Context: an optimization exercise on an open-source flow, tuned for small area, a short achievable clock period and few clock cycles. The choices shown serve that exercise and are no tape-out recipe. Only simulation tests tie the RTL to the original design; equivalence was not proved. No activity file was given, so power comes from the tool's default toggle rates.

[flow/design.v]
module sw(i0, i1, i2, i3, o0, o1, o2, o3, clk, rst);
  input clk, rst;
  input [9:0] i0, i1, i2, i3;
  output [9:0] o0, o1, o2, o3;
  wire [9:0] in [0:3];
  assign in[0] = i0; assign in[1] = i1; assign in[2] = i2; assign in[3] = i3;
  wire [8:0] f [0:3];      
  wire [3:0] av;           
  reg  [3:0] hd;           
  wire [3:0] pop;
  reg  [3:0] busy;         
  reg  [3:0] own [0:3];    
  reg  [3:0] pri [0:3];    
  reg  [9:0] ob [0:3];     
  wire [3:0] req [0:3];    
  wire [3:0] gnt [0:3];
  wire [3:0] sel [0:3];    
  genvar i, j;
  generate
    for (i = 0; i < 4; i = i + 1) begin : g_in
      fifo q(.clk(clk), .rst(rst), .din({in[i][9], in[i][7:0]}),
             .dval(in[i][9] | in[i][8]), .pop(pop[i]), .h(f[i]), .hv(av[i]));
      assign pop[i] = sel[0][i] | sel[1][i] | sel[2][i] | sel[3][i];
    end
    for (j = 0; j < 4; j = j + 1) begin : g_out
      for (i = 0; i < 4; i = i + 1) begin : g_r
        assign req[j][i] = av[i] & hd[i] & (f[i][1:0] == j);
        assign sel[j][i] = busy[j] ? (own[j][i] & av[i]) : gnt[j][i];
      end
      arb a(.req(req[j]), .pri(pri[j]), .gnt(gnt[j]));
    end
  endgenerate
  function [9:0] pick;
    input [3:0] s;
    input [8:0] f0, f1, f2, f3;
    input [3:0] h;
    begin
      pick = ({10{s[0]}} & {f0[8], ~h[0], f0[7:0]}) |
             ({10{s[1]}} & {f1[8], ~h[1], f1[7:0]}) |
             ({10{s[2]}} & {f2[8], ~h[2], f2[7:0]}) |
             ({10{s[3]}} & {f3[8], ~h[3], f3[7:0]});
    end
  endfunction
  integer k, n;
  always @(posedge clk) begin
    for (k = 0; k < 4; k = k + 1)
      ob[k] <= pick(sel[k], f[0], f[1], f[2], f[3], hd);
    if (rst) begin
      hd <= 4'b1111;
      busy <= 4'b0000;
      for (k = 0; k < 4; k = k + 1) begin
        pri[k] <= 4'b0001;
        ob[k][9:8] <= 2'b00;
      end
    end else begin
      for (n = 0; n < 4; n = n + 1)
        if (pop[n]) hd[n] <= ~hd[n] & f[n][8];
      for (k = 0; k < 4; k = k + 1) begin
        if (busy[k]) begin
          if (|(sel[k] & {f[3][8], f[2][8], f[1][8], f[0][8]}))
            busy[k] <= 1'b0;
        end else if (|gnt[k]) begin
          busy[k] <= 1'b1;
          own[k] <= gnt[k];
          pri[k] <= {gnt[k][2:0], gnt[k][3]};
        end
      end
    end
  end
  assign o0 = ob[0];
  assign o1 = ob[1];
  assign o2 = ob[2];
  assign o3 = ob[3];
endmodule
module fifo(clk, rst, din, dval, pop, h, hv);
  input clk, rst, dval, pop;
  input [8:0] din;
  output reg [8:0] h;    
  output reg hv;         
  reg [8:0] mem [0:14];
  reg [3:0] rp, wp;      
  reg [3:0] cnt;         
  wire empty = (cnt == 4'd0);
  wire full = (cnt == 4'd15);
  wire take = ~hv | pop;
  wire fromm = take & ~empty;
  wire byp = take & empty & dval;
  wire wr = dval & ~byp;
  function [3:0] nx;
    input [3:0] p;
    nx = {p[2:0], p[3] ^ p[2]};
  endfunction
  function [3:0] st;
    input integer k;
    integer n;
    reg [3:0] p;
    begin
      p = 4'b0001;
      for (n = 0; n < k; n = n + 1) p = nx(p);
      st = p;
    end
  endfunction
  reg [8:0] rd;
  integer k;
  always @* begin
    rd = mem[0];
    for (k = 1; k < 15; k = k + 1)
      if (rp == st(k)) rd = mem[k];
  end
  always @(posedge clk) begin
    for (k = 0; k < 15; k = k + 1)
      if (!full && wp == st(k)) mem[k] <= din;
    if (fromm) h <= rd;
    else if (byp) h <= din;
    if (rst) begin
      rp <= 4'b0001;
      wp <= 4'b0001;
      cnt <= 4'd0;
      hv <= 1'b0;
    end else begin
      if (wr) wp <= nx(wp);
      if (fromm) rp <= nx(rp);
      cnt <= cnt + {3'b000, wr} - {3'b000, fromm};
      hv <= (hv & ~pop) | ~empty | dval;
    end
  end
endmodule
module arb(req, pri, gnt);
  input [3:0] req, pri;
  output [3:0] gnt;
  genvar i;
  generate
    for (i = 0; i < 4; i = i + 1) begin : g
      assign gnt[i] = req[i] & (pri[i] |
                        (pri[(i+3)%4] & ~req[(i+3)%4]) |
                        (pri[(i+2)%4] & ~req[(i+2)%4] & ~req[(i+3)%4]) |
                        (pri[(i+1)%4] & ~req[(i+1)%4] & ~req[(i+2)%4] & ~req[(i+3)%4]));
    end
  endgenerate
endmodule
[flow/run.sh]
#!/bin/bash
# synth_recipe.tcl (not shown) runs the flow's synth.tcl, then flattens the netlist and writes it again
# the make line also repeats each setting of config.mk as NAME=value (left out here)
make -C /OpenROAD-flow-scripts/flow DESIGN_CONFIG=/design/flow/config.mk WORK_HOME=/design/flow/orfs CLKGATE_MAP_FILE= SYNTH_SCRIPT=/design/flow/synth_recipe.tcl finish
[flow/config.mk]
export PLATFORM = sky130hd
export DESIGN_NAME = sw
export DESIGN_NICKNAME = sw
export VERILOG_FILES = /design/flow/design.v
export SDC_FILE = /design/flow/constraint.sdc
export NUM_CORES = 4
export LEC_CHECK = 0
export CAP_MARGIN = 20
export CORE_MARGIN = 2
export CORE_UTILIZATION = 40
export PLACE_DENSITY = 0.6
export SETUP_SLACK_MARGIN = 3.6
export SLEW_MARGIN = 20
[flow/constraint.sdc]
create_clock -name core_clock -period 6.0 [get_ports {clk}]
set_input_delay 1.2000 -clock core_clock [delete_from_list [all_inputs] [get_ports {clk}]]
set_output_delay 1.2000 -clock core_clock [all_outputs]
set_load 0.01 [all_outputs]
==> out/results.txt, run 1 <==
Outcome = finished clean
Clock share of power = 24.0%
H-tree levels = 3
Syn avg cell area = 12.5 um2
Layout Nets = 2862
Std cell rows = 102
Routed len/inst = 22.6 um
Final min period = 3090 ps
Crit Path Category = register to register
Max clock buf depth = 3
Antenna violations before repair = 0
Clock Tree Root = clkbuf_16
Cell Count Post-Placement = 3489
GRT overflow = 0
Synth Area in XOR/XNOR = 0.226%
Worst skew pair latency = 640 ps
Post-Synthesis Cells = 2486
Yosys warning count = 9
First-pass GRT wire length = 132 mm
FF-to-FF path depth = 13
Most frequent cells in the layout = edfxtp_1 (592), nor2_1 (218), nand2_1 (191)
Detailed Route Iter0 Violations = 2503
Sequential power share = 35.7%
Mux contribution to synthesized area = 2.68%
Multi-input logic area = 0.0121 mm2
Largest cells by area after synthesis = edfxtp_1 (57%), dfxtp_1 (7.5%), nor2_1 (2.8%)
Pwr/cell area = 501 mW/mm2
Vias = 22400
Final hold viol count = 0
Commonest non-fill, non-tap cell in the layout = edfxtp_1
CTS tree = yes
Vias in the first global route = 22000
Layout Utilization = 51.2%
Fmax = 0.323 GHz
Complex-gate fraction of the synthesized area = 15.7%
Period utilization = 51.6%
Initial Util = 40.3%
Largest family of logic cells by synthesized area = compound AO/OA/AOI/OAI gates
Int Pwr = 0.0127 W
Crit path launch type = register
Cell area after synthesis = 0.0310 mm2
Final worst slack = 2910 ps
Asr flop ratio synth = 0%
Core area = 0.0771 mm2
Sequential element share of the synthesized area = 64.7%
Post-Synth Adder-Cell Area = 2.52%
# clock sinks = 708
CP Data Arrival Time = 3640 ps
TritonRoute pass-1 iters = 9
Post-synth EDFFs = 592
Fin. max-slew vios = 0
Ys flop type = edfxtp_1
Worst R2R End = g_in[1].q.cnt[1]
DIE WIDTH = 283 um
Max-cap violations = 0
VDD IR max = 0.255 mV
Final setup TNS = 0 ps
Die Area = 0.0798 mm2
GRT Total Usage = 21.5%
Total CTS buffers = 75
Endpoint type of the worst setup path = register
Leak = 13.8 nW
Synth area leader = edfxtp_1
Rel. slew slack = 28.1%
R2R Setup Slk = 2910 ps
Hold Path Class = register to register
Routed vias/inst = 5.81
Proportion of layout cells with a drive suffix above 1 = 27.5%
Hold Path End = ob[2][6]
Port Buffers = 81
Final Setup Violations = 0
Data required, critical path = 6550 ps
Reg area = 0.0202 mm2
Area Overhead vs Synth = 27.1%
HPWL Detailed = 53.8 mm
RSZ-0062 raised after global routing = true
Combinational power share = 40.3%
Filler cells = 6457
DRC viols = 0
DRT antenna net count = 0
Clk_skew = 31.7 ps
Worst-path clk slew = 60 ps
DIE HEIGHT = 283 um
Non-Filler Instances = 3865
I/O pin cnt = 82
Worst R2R Start = g_in[0].q.h[0]
Pwr Total = 0.0198 W
Sw Ratio = 35.7%
Post-synthesis simple-gate area fraction = 11.0%
Syn_nets = 2588
Distinct cells, synth = 99
Crit-path max FO = 4
Largest net degree at the start of global routing = 86
NetSw = 0.00706 W
Placer Congestion = 0.911
Worst hold path stage count = 2
HP Start = g_in[2].q.h[6]
Post-synthesis register bit count = 708
Synth top area share = 57.3%
DP Worst Slack = 1990 ps
WL final = 87.4 mm
Least-Margin Pin Slew = 1080 ps
## registers in the layout (all words and copies together) (netlist names)
name	cells
g_in.q.mem	540
ob	40
g_in.q.h	36
g_in.q.cnt	16
g_in.q.rp	16
g_in.q.wp	16
own	16
pri	16
busy	4
g_in.q.hv	4
hd	4
## worst max-delay path by stage
stage                   startpoint          endpoint  cells after the start
global route        g_in[0].q.h[1]  g_in[1].q.cnt[1]                     12
CTS                 g_in[0].q.h[0]  g_in[3].q.cnt[1]                     13
detailed placement           i2[9]  g_in[2].q.cnt[1]                      9
global placement             i2[9]  g_in[2].q.cnt[1]                      9
floorplan           g_in[2].q.h[1]  g_in[1].q.cnt[1]                     13
finish              g_in[0].q.h[0]  g_in[1].q.cnt[1]                     13
## power by group through the flow
stage	Clock (W)	Sequential, W	Combinational (W)
final	0.00474	0.00707	0.00797
after global placement	0	0.00710	0.00532
after CTS	0.00480	0.00704	0.00730
after detailed placement	0	0.00713	0.00543
after global routing	0.00501	0.00714	0.00855
after floorplan	0	0.00679	0.00400
## through the flow
stage	instance area, um2	hold slack [ps]
CTS	38800	532
floorplan	31300	481
finish	39500	543
global route	39500	573
detailed placement	33000	522
global placement	33000	528
## worst max-delay path: stages (launching register included)
cell	delay [ps]
edfxtp_1	510
buf_6	150
buf_6	90
nand4b_1	180
o22ai_4	270
o31ai_4	120
a2111oi_4	410
a21o_4	210
inv_4	40
ha_4	250
inv_2	40
ha_4	150
fa_2	500
nor2b_1	110
## cell type report
cell class | count | area share (%)
diodes | 3 | 0.0190
clock buffers | 107 | 5.63
clock inverters | 32 | 0.812
inverters | 89 | 0.942
multi-input cells | 1552 | 30.5
flip-flops and latches | 708 | 51.1
well taps | 1040 | 3.30
repair buffers | 334 | 7.68
## routing by layer
layer | wire, um | track usage, %
met1 | 37200 | 29.6
met2 | 41100 | 34.9
met3 | 6580 | 3.55
met4 | 2480 | 6.66
met5 | 0 | 0
## logic make-up (layout without fill, tap and decap cells)
kind of cell	after synthesis	in the layout
compound gates	681	689
xor+xnor	8	8
fa+ha+maj	60	60
buf+inv	235	562
flops	708	708
mux	83	83
other cells	0	3
simple gates	711	712
## timing repair
action,in CTS,in global routing
gates cloned,9,4
gates resized for setup,487,121
endpoints found under the hold margin,0,0
pin swaps,111,65
buffers inserted,179,42
hold buffers,0,0
endpoints found under the setup margin,215,212
## synth_stat cells, drive strengths merged (10+ instances only)
library cell / instances
o21ai: 124
o22ai: 54
o31ai: 41
o211ai: 33
and2: 11
a2111oi: 14
clkbuf: 99
o41ai: 11
a222oi: 38
inv: 87
nor2: 232
nor3: 63
a211oi: 44
dfxtp: 116
a31o: 10
nand4b: 11
a221oi: 28
nor2b: 21
a22oi: 21
a31oi: 17
nand2b: 28
o21a: 18
mux2i: 81
edfxtp: 592
nand3: 52
nand2: 216
or2: 13
a21oi: 141
nand3b: 16
a21o: 13
buf: 47
ha: 56
o221ai: 28
Testbench counts, summed over its fixed seeds: cycles 2,639.
==> run 2, diff against run 1 <==
--- a/flow/config.mk
+++ b/flow/config.mk
@@ -10,4 +10,3 @@
 export CORE_UTILIZATION = 40
 export PLACE_DENSITY = 0.6
-export SETUP_SLACK_MARGIN = 3.6
 export SLEW_MARGIN = 20
==> out/results.txt, run 2 <==
Max-cap violations = 0
Layout Nets = 2630
Core area = 0.0771 mm2
Crit-path slowest cell = o41ai_2
I/O pin cnt = 82
Post-route cell area = 0.0353 mm2
Clock Tree Root = clkbuf_16
Hold_ws = 550 ps
Detailed Route Iter0 Violations = 2344
Worst R2R End = g_in[0].q.cnt[2]
First-pass GRT wire length = 122 mm
Asr flop ratio synth = 0%
HP Start = pri[1][0]
Post-CTS Setup Bufs = 0
Routed len/inst = 22.1 um
Worst-path clk slew = 60 ps
GRT overflow = 0
Synth area leader = edfxtp_1
DIE WIDTH = 283 um
Largest cells by area after synthesis = edfxtp_1 (57%), dfxtp_1 (7.5%), nor2_1 (2.8%)
Period utilization = 66.2%
CTS resizes = 0
Final setup TNS = 0 ps
Ys flop type = edfxtp_1
DIE HEIGHT = 283 um
Total CTS buffers = 75
Worst path bufs/invs = 4
Layout Utilization = 45.8%
Rel. slew slack = 27.4%
Data required, critical path = 6470 ps
Largest net degree at the start of global routing = 80
Max clock buf depth = 3
Commonest non-fill, non-tap cell in the layout = edfxtp_1
Hold Path End = pri[1][0]
Outcome = finished clean
Dpl cell area = 0.0328 mm2
Proportion of layout cells with a drive suffix above 1 = 9.01%
Post-synth EDFFs = 592
Most common cell in the netlist = edfxtp_1
CP delay by family, top = compound AO/OA/AOI/OAI gates
Worst hold path stage count = 1
Placer Congestion = 0.892
Largest register FFs = 540
Crit path launch type = register
Distinct cells, synth = 99
Reg with most FFs = g_in.q.mem
Most frequent cells in the layout = edfxtp_1 (592), nor2_1 (232), nand2_1 (216)
WL final = 80.1 mm
Port Buffers = 81
Clk_skew = 37.2 ps
H-tree levels = 3
Sequential element share of the synthesized area = 64.7%
Post-synthesis register bit count = 708
Synth cell count leaders = edfxtp_1 (592), nor2_1 (232), nand2_1 (216)
HPWL Detailed = 53.9 mm
FF-to-FF path depth = 13
Final Setup Violations = 0
Endpoint type of the worst setup path = register
Fin. max-slew vios = 0
CTS tree = yes
VDD IR max = 0.196 mV
Final hold viol count = 0
Std cell rows = 102
Die Area = 0.0798 mm2
Crit path from = g_in[0].q.hv
GRT Total Usage = 19.8%
Vias = 20900
Area Overhead vs Synth = 13.7%
R2R Setup Slk = 2030 ps
Filler cells = 6935
TritonRoute pass-1 iters = 10
Fmax = 0.252 GHz
Crit-path max FO = 22
Cell area after synthesis = 0.0310 mm2
Final min period = 3970 ps
Crit Path Category = register to register
Vias in the first global route = 20300
Syn_nets = 2588
Biggest registers after layout = g_in.q.mem x540, ob x40, g_in.q.h x36
Synth top area share = 57.3%
CP Data Arrival Time = 4440 ps
Hold Path Class = register to register
Worst skew pair latency = 630 ps
DRC viols = 0
# clock sinks = 708
Yosys warning count = 9
Least-Margin Pin Slew = 1080 ps
Largest stage delay, worst path = 850 ps
Hold buffers post-CTS = 0
Routed vias/inst = 5.76
CP Cell Sequence = nand4bb_2, o41ai_2, buf_4, nor3_2, a21o_2, inv_2, ha_1, inv_1, ha_1, inv_1, fa_1, xor2_1, nor2_1
RSZ-0062 raised after global routing = false
Syn avg cell area = 12.5 um2
Pwr/cell area = 484 mW/mm2
Antenna violations before repair = 1
Antenna cells = 0
Initial Util = 40.3%
Leak = 12.1 nW
DRT antenna net count = 0
Worst R2R Start = g_in[0].q.hv
Post-Synthesis Cells = 2486
## run 2: cell families after synthesis
family	after synthesis	synth area share [%]
adder cells (fa/ha/maj)	60	2.52
AND/OR/NAND/NOR	711	11.0
flip-flops	708	64.7
AO/OA/AOI/OAI	681	15.7
XOR/XNOR	8	0.226
buffers and inverters	235	3.12
multiplexers	83	2.68
## run 2: routing by layer
layer  part of all wire [%]  wire length [um]  track usage (%)  vias to the layer above
met5                      0                 0                0                        -
met4                    2.6              2120             6.76                        0
met3                    6.6              5280             2.97                      129
met2                     47             37300             31.8                      775
met1                     44             35400             27.5                    10300
li1                       -                 -                -                     9637
## run 2: area by class of cell
| class | instances | area (um2) | area share, % |
|---|---|---|---|
| inverter | 89 | 334 | 0.947 |
| tap | 1040 | 1300 | 3.69 |
| multi-input combinational | 1543 | 10000 | 28.4 |
| clock inverter | 43 | 533 | 1.51 |
| timing repair buffer | 111 | 1030 | 2.93 |
| clock buffer | 91 | 1980 | 5.61 |
| sequential | 708 | 20100 | 56.9 |
## run 2: worst max path at each step
stage / to / slack, ps / depth (start not counted)
after floorplan: g_in[2].q.cnt[2] / 2810 / 16
after global placement: g_in[3].q.cnt[2] / 2020 / 10
after detailed placement: g_in[2].q.cnt[2] / 1980 / 10
after CTS: g_in[0].q.cnt[2] / 2020 / 13
after global routing: g_in[1].q.cnt[2] / 1760 / 13
final: g_in[0].q.cnt[2] / 2030 / 13
## run 2: per-stage QoR
stage          total power [W]  setup WS (ps)  cells
3_3_place_gp            0.0122           2020   3489
2_1_floorplan           0.0106           2810   2486
3_5_place_dp            0.0124           1980   3490
6_report                0.0171           2030   3625
5_1_grt                 0.0180           1760   3625
4_1_cts                 0.0171           2020   3624
## run 2: worst register-to-register path, cell delays in order (launching register included)
cell       delay [ps]
dfxtp_1           710
nand4bb_2         300
o41ai_2           850
buf_4             310
nor3_2             70
a21o_2            390
inv_2             120
ha_1              230
inv_1              60
ha_1              140
inv_1              60
fa_1              410
xor2_1            140
nor2_1             50
## run 2: where the power goes
part	switching, W	total (W)	internal (W)
registers	0.000736	0.00706	0.00633
clock network	0.00190	0.00474	0.00283
logic	0.00330	0.00529	0.00199

afterwards: timing with drivers on the ports:
No port has a modelled driver above. Below, the same layouts with a new extraction and two added sets of constraints.
Step 1: set_driving_cell puts a clkbuf_16 on clk and a buf_2 on each other input, an assumption about the parent block.
Step 2, shift: input delay + t, output delay - t, t = (earliest + latest rising clock arrival at the registers) / 2. This alone moves slack from input paths to output paths.
a / b / c = no drivers / after step 1 / after step 2; a / b = the first two.
run	shift t [ns]	setup WS [ns]	hold WS [ns]	worst register clock-pin slew, ns	worst slew at a driven data input, ns
run 1	0.685	2.907 / 2.907 / 2.413	0.543 / 0.543 / 0.543	0.07 / 0.07	0.04
run 2	0.679	2.029 / 2.029 / 1.966	0.550 / 0.550 / 0.550	0.06 / 0.06	0.13
After both steps every run listed still meets setup and hold. The setup slack of run 1, which loses most, moves by 0.000 ns with the drivers and by -0.494 ns with both steps.
